What follows belongs to an exercise in optimizing a design on an open flow for small area and a short achievable clock period; a production flow would make more cautious choices.
Function was checked by simulation only, so behaviour that the tests miss may differ from the original.

==> flow/design.v (excerpt) <==
module dsp_trader (
    input  wire        clk,
    input  wire        rst,
    input  wire [15:0] price_in,
    input  wire        price_valid,
    output wire [31:0] trade_word,
    output reg         trade_valid
);
    reg [31:0] ema_short;
    reg [31:0] ema_long;
    reg [7:0]  cnt;
    reg        p_ge;    
    reg        p_le;    
    reg [15:0] last_price;
    wire n1 = ~ema_short[3];
    wire n2 = ~ema_short[4];
    wire n3 = ~ema_short[5];
    wire n4 = ~ema_short[6];
    wire n5 = ~ema_short[7];
    wire n6 = ~ema_short[8];
    wire n7 = ~ema_short[9];
    wire n8 = ~ema_short[10];
    wire n9 = ~ema_short[11];
    wire n10 = ~ema_short[12];
    wire n11 = ~ema_short[13];
    wire n12 = ~ema_short[14];
    wire n13 = ~ema_short[15];
    wire n14 = ~ema_short[16];
    wire n15 = ~ema_short[17];
    wire n16 = ~ema_short[18];
    wire n17 = ~ema_short[19];
    wire n18 = ~ema_short[20];
    wire n19 = ~ema_short[21];
    wire n20 = ~ema_short[22];
    wire n21 = ~ema_short[23];
    wire n22 = ~ema_short[24];
    wire n23 = ~ema_short[25];
    wire n24 = ~ema_short[26];
    wire n25 = ~ema_short[27];
    wire n26 = ~ema_short[28];
  ...
export LEC_CHECK = 0
export CAP_MARGIN = 20
export CORE_MARGIN = 2
export CORE_UTILIZATION = 40
export CTS_BUF_LIST = sky130_fd_sc_hd__clkbuf_4 sky130_fd_sc_hd__clkbuf_8
export SETUP_SLACK_MARGIN = 3.5
export SLEW_MARGIN = 20
create_clock -name core_clock -period 7.5 [get_ports {clk}]
standard.sh (not shown) runs the stock make flow with config.mk's settings and CLKGATE_MAP_FILE= SYNTH_SCRIPT=/design/flow/synth_recipe.tcl, a recipe that flattens the netlist after the stock synthesis.
==> flow/flow/run.sh <==
#!/bin/bash
# The standard layout with two changes:
#  - synthesis maps logic with a shorter ABC script (one &dch + &nf mapping pass and
#    gate sizing) instead of ORFS's five-round speed script; every other synthesis step,
#    and so every register, is unchanged. The ORFS scripts are copied into this work
#    folder and only abc_speed.script is replaced.
#  - the port buffers are buf_1 cells instead of the default choice (a slow delay-buffer
#    cell that resizing may not swap out).
set -euo pipefail
here=$PWD
rm -rf "$here/orfs_scripts"
cp -r "$FLOW_HOME/scripts" "$here/orfs_scripts"
cp "$here/flow/abc_speed.script" "$here/orfs_scripts/abc_speed.script"
bash standard.sh "SCRIPTS_DIR=$here/orfs_scripts" \
  'BUFFER_PORTS_ARGS=-buffer_cell sky130_fd_sc_hd__buf_1' finish > standard_flow.log 2>&1
==> flow/flow/abc_speed.script <==
&get -n
&st
&dch
&nf
&put
buffer -c
topo
stime -c
upsize -c
dnsize -c
Next try:
==> flow/flow/run.sh (replaced) <==
#!/bin/bash
# The standard layout, with the port buffers made of buf_1 cells instead of the
# default choice (a slow delay-buffer cell that resizing may not swap out).
set -euo pipefail
bash standard.sh 'BUFFER_PORTS_ARGS=-buffer_cell sky130_fd_sc_hd__buf_1' finish > standard_flow.log 2>&1
removed: flow/flow/abc_speed.script
The new run completed with no timing, DRC or antenna violations.
Final area is higher by a few percent.
Via count goes up by a few percent.
Register-to-register slack degrades by 220 ps.
Wire length rose by a few percent.
Worst setup slack gets worse by 50 ps.
Die area went up by a few percent.
Sequential cell count stays the same.
Next try:
==> flow/flow/run.sh (replaced) <==
#!/bin/bash
# The standard layout with three changes:
#  - synthesis maps logic with a shorter ABC script (one &dch + &nf mapping pass and
#    gate sizing) instead of ORFS's five-round speed script; the ORFS scripts are copied
#    into this work folder and only abc_speed.script is replaced;
#  - the half-adder cells (ha_*) are added to the don't-use list, so Yosys extracts only
#    full adders and ABC maps the rest of the adders' logic itself; every register is as
#    in the standard synthesis;
#  - the port buffers are buf_1 cells instead of the default choice (a slow delay-buffer
#    cell that resizing may not swap out).
set -euo pipefail
here=$PWD
rm -rf "$here/orfs_scripts"
cp -r "$FLOW_HOME/scripts" "$here/orfs_scripts"
cp "$here/flow/abc_speed.script" "$here/orfs_scripts/abc_speed.script"
# the platform's own don't-use list, plus the half adders
dont_use=$(sed -n '/^export DONT_USE_CELLS += /,/^#/p' "$FLOW_HOME/platforms/sky130hd/config.mk" \
  | grep -o 'sky130_fd_sc_hd__[a-z0-9_]*' | tr '\n' ' ')
dont_use="$dont_use sky130_fd_sc_hd__ha_1 sky130_fd_sc_hd__ha_2 sky130_fd_sc_hd__ha_4"
echo "DONT_USE_CELLS=$dont_use" > dont_use.log
bash standard.sh "SCRIPTS_DIR=$here/orfs_scripts" "DONT_USE_CELLS=$dont_use" \
  'BUFFER_PORTS_ARGS=-buffer_cell sky130_fd_sc_hd__buf_1' finish > standard_flow.log 2>&1
==> flow/flow/abc_speed.script (new file) <==
&get -n
&st
&dch
&nf
&put
buffer -c
topo
stime -c
upsize -c
dnsize -c
Via count falls by 1.6%. Global-route usage falls by 0.57 points. Non-clock buffer count falls by 7. Clock-buffer cell count rises by 3.
Next try:
- SETUP_SLACK_MARGIN: 3.5 -> 3.7
Effect:
- The new run finished with timing, DRC and antenna clean
- setup slack gains 120 ps
- hold slack loses 4.5 ps
- wire length climbs slightly
- fmax climbs by a few percent
- count of clock-buffer cells in the layout drops by 2
- die area does not change
- synthesized cell count is unchanged
- final cell count hardly moves
- final area climbs slightly


Another version of the RTL of dsp_trader (not shown whole).
Size in the first run: roughly 780 cells after synthesis, roughly 91 flip-flops, ~52 I/O pins.
## dsp_trader
module dsp_trader (
    input  wire        clk,
    input  wire        rst,
    input  wire [15:0] price_in,
    input  wire        price_valid,
    output wire [31:0] trade_word,
    output reg         trade_valid
);
==> flow/config.mk <==
export PLATFORM = sky130hd
export DESIGN_NAME = dsp_trader
export DESIGN_NICKNAME = dsp_trader
export VERILOG_FILES = /design/flow/design.v
export SDC_FILE = /design/flow/constraint.sdc
export NUM_CORES = 4
export LEC_CHECK = 0
export CAP_MARGIN = 20
export CORE_MARGIN = 2
export CORE_UTILIZATION = 40
export SETUP_SLACK_MARGIN = 3.5
export SLEW_MARGIN = 20
==> flow/constraint.sdc <==
create_clock -name core_clock -period 7.5 [get_ports {clk}]
set_input_delay 1.5000 -clock core_clock [delete_from_list [all_inputs] [get_ports {clk}]]
set_output_delay 1.5000 -clock core_clock [all_outputs]
set_load 0.01 [all_outputs]
==> flow/flow/run.sh <==
#!/bin/bash
# The standard layout, with the port buffers made of buf_2 cells instead of the
# default choice (a slow delay-buffer cell that resizing may not swap out).
set -euo pipefail
bash standard.sh 'BUFFER_PORTS_ARGS=-buffer_cell sky130_fd_sc_hd__buf_2' finish > standard_flow.log 2>&1
The first run produced a clean layout.
Rerun with:
==> flow/flow/run.sh (replaced) <==
#!/bin/bash
# The standard layout, with the port buffers made of buf_1 cells instead of the
# default choice (a slow delay-buffer cell that resizing may not swap out).
set -euo pipefail
bash standard.sh 'BUFFER_PORTS_ARGS=-buffer_cell sky130_fd_sc_hd__buf_1' finish > standard_flow.log 2>&1
- CTS_BUF_LIST: unset -> sky130_fd_sc_hd__clkbuf_4 sky130_fd_sc_hd__clkbuf_8
Cell area went down by a few percent.
Area after synthesis is unchanged.
Clock-buffer cell count went down by 3.
Sequential cell count stays the same.
Worst hold slack loses 0.0032 ns.

## what the ideal ports hide
Ports are ideal in the flow. The routed layouts listed here were re-timed in OpenROAD.
Step 1 assumes that a clkbuf_16 drives the clock port and a buf_2 every other input.
Step 2, shift: input delay + t, output delay - t, t = (earliest + latest rising clock arrival at the registers) / 2. This alone moves slack from input paths to output paths.
a / b / c = ideal / step 1 / step 2; a / b = the first two.
run	t (ns)	slack for setup (ns)	clock arrival spread, ns
the first run of note 1	0.425	3.621 / 3.638 / 3.213	0.019 / 0.018
the second run of note 1	0.428	3.570 / 3.555 / 3.127	0.014 / 0.015
the third run of note 1	0.409	3.654 / 3.669 / 3.260	0.016 / 0.016
the fourth run of note 1	0.428	3.777 / 3.793 / 3.365	0.024 / 0.024
the first run of note 2	0.388	3.563 / 3.584 / 3.196	0.012 / 0.012
the second run of note 2	0.427	3.612 / 3.635 / 3.208	0.020 / 0.020
After both steps setup and hold are still met in every run listed. For the second run of note 1, which loses most, drivers alone change the setup slack by -0.015 ns; drivers and shift together by -0.443 ns.
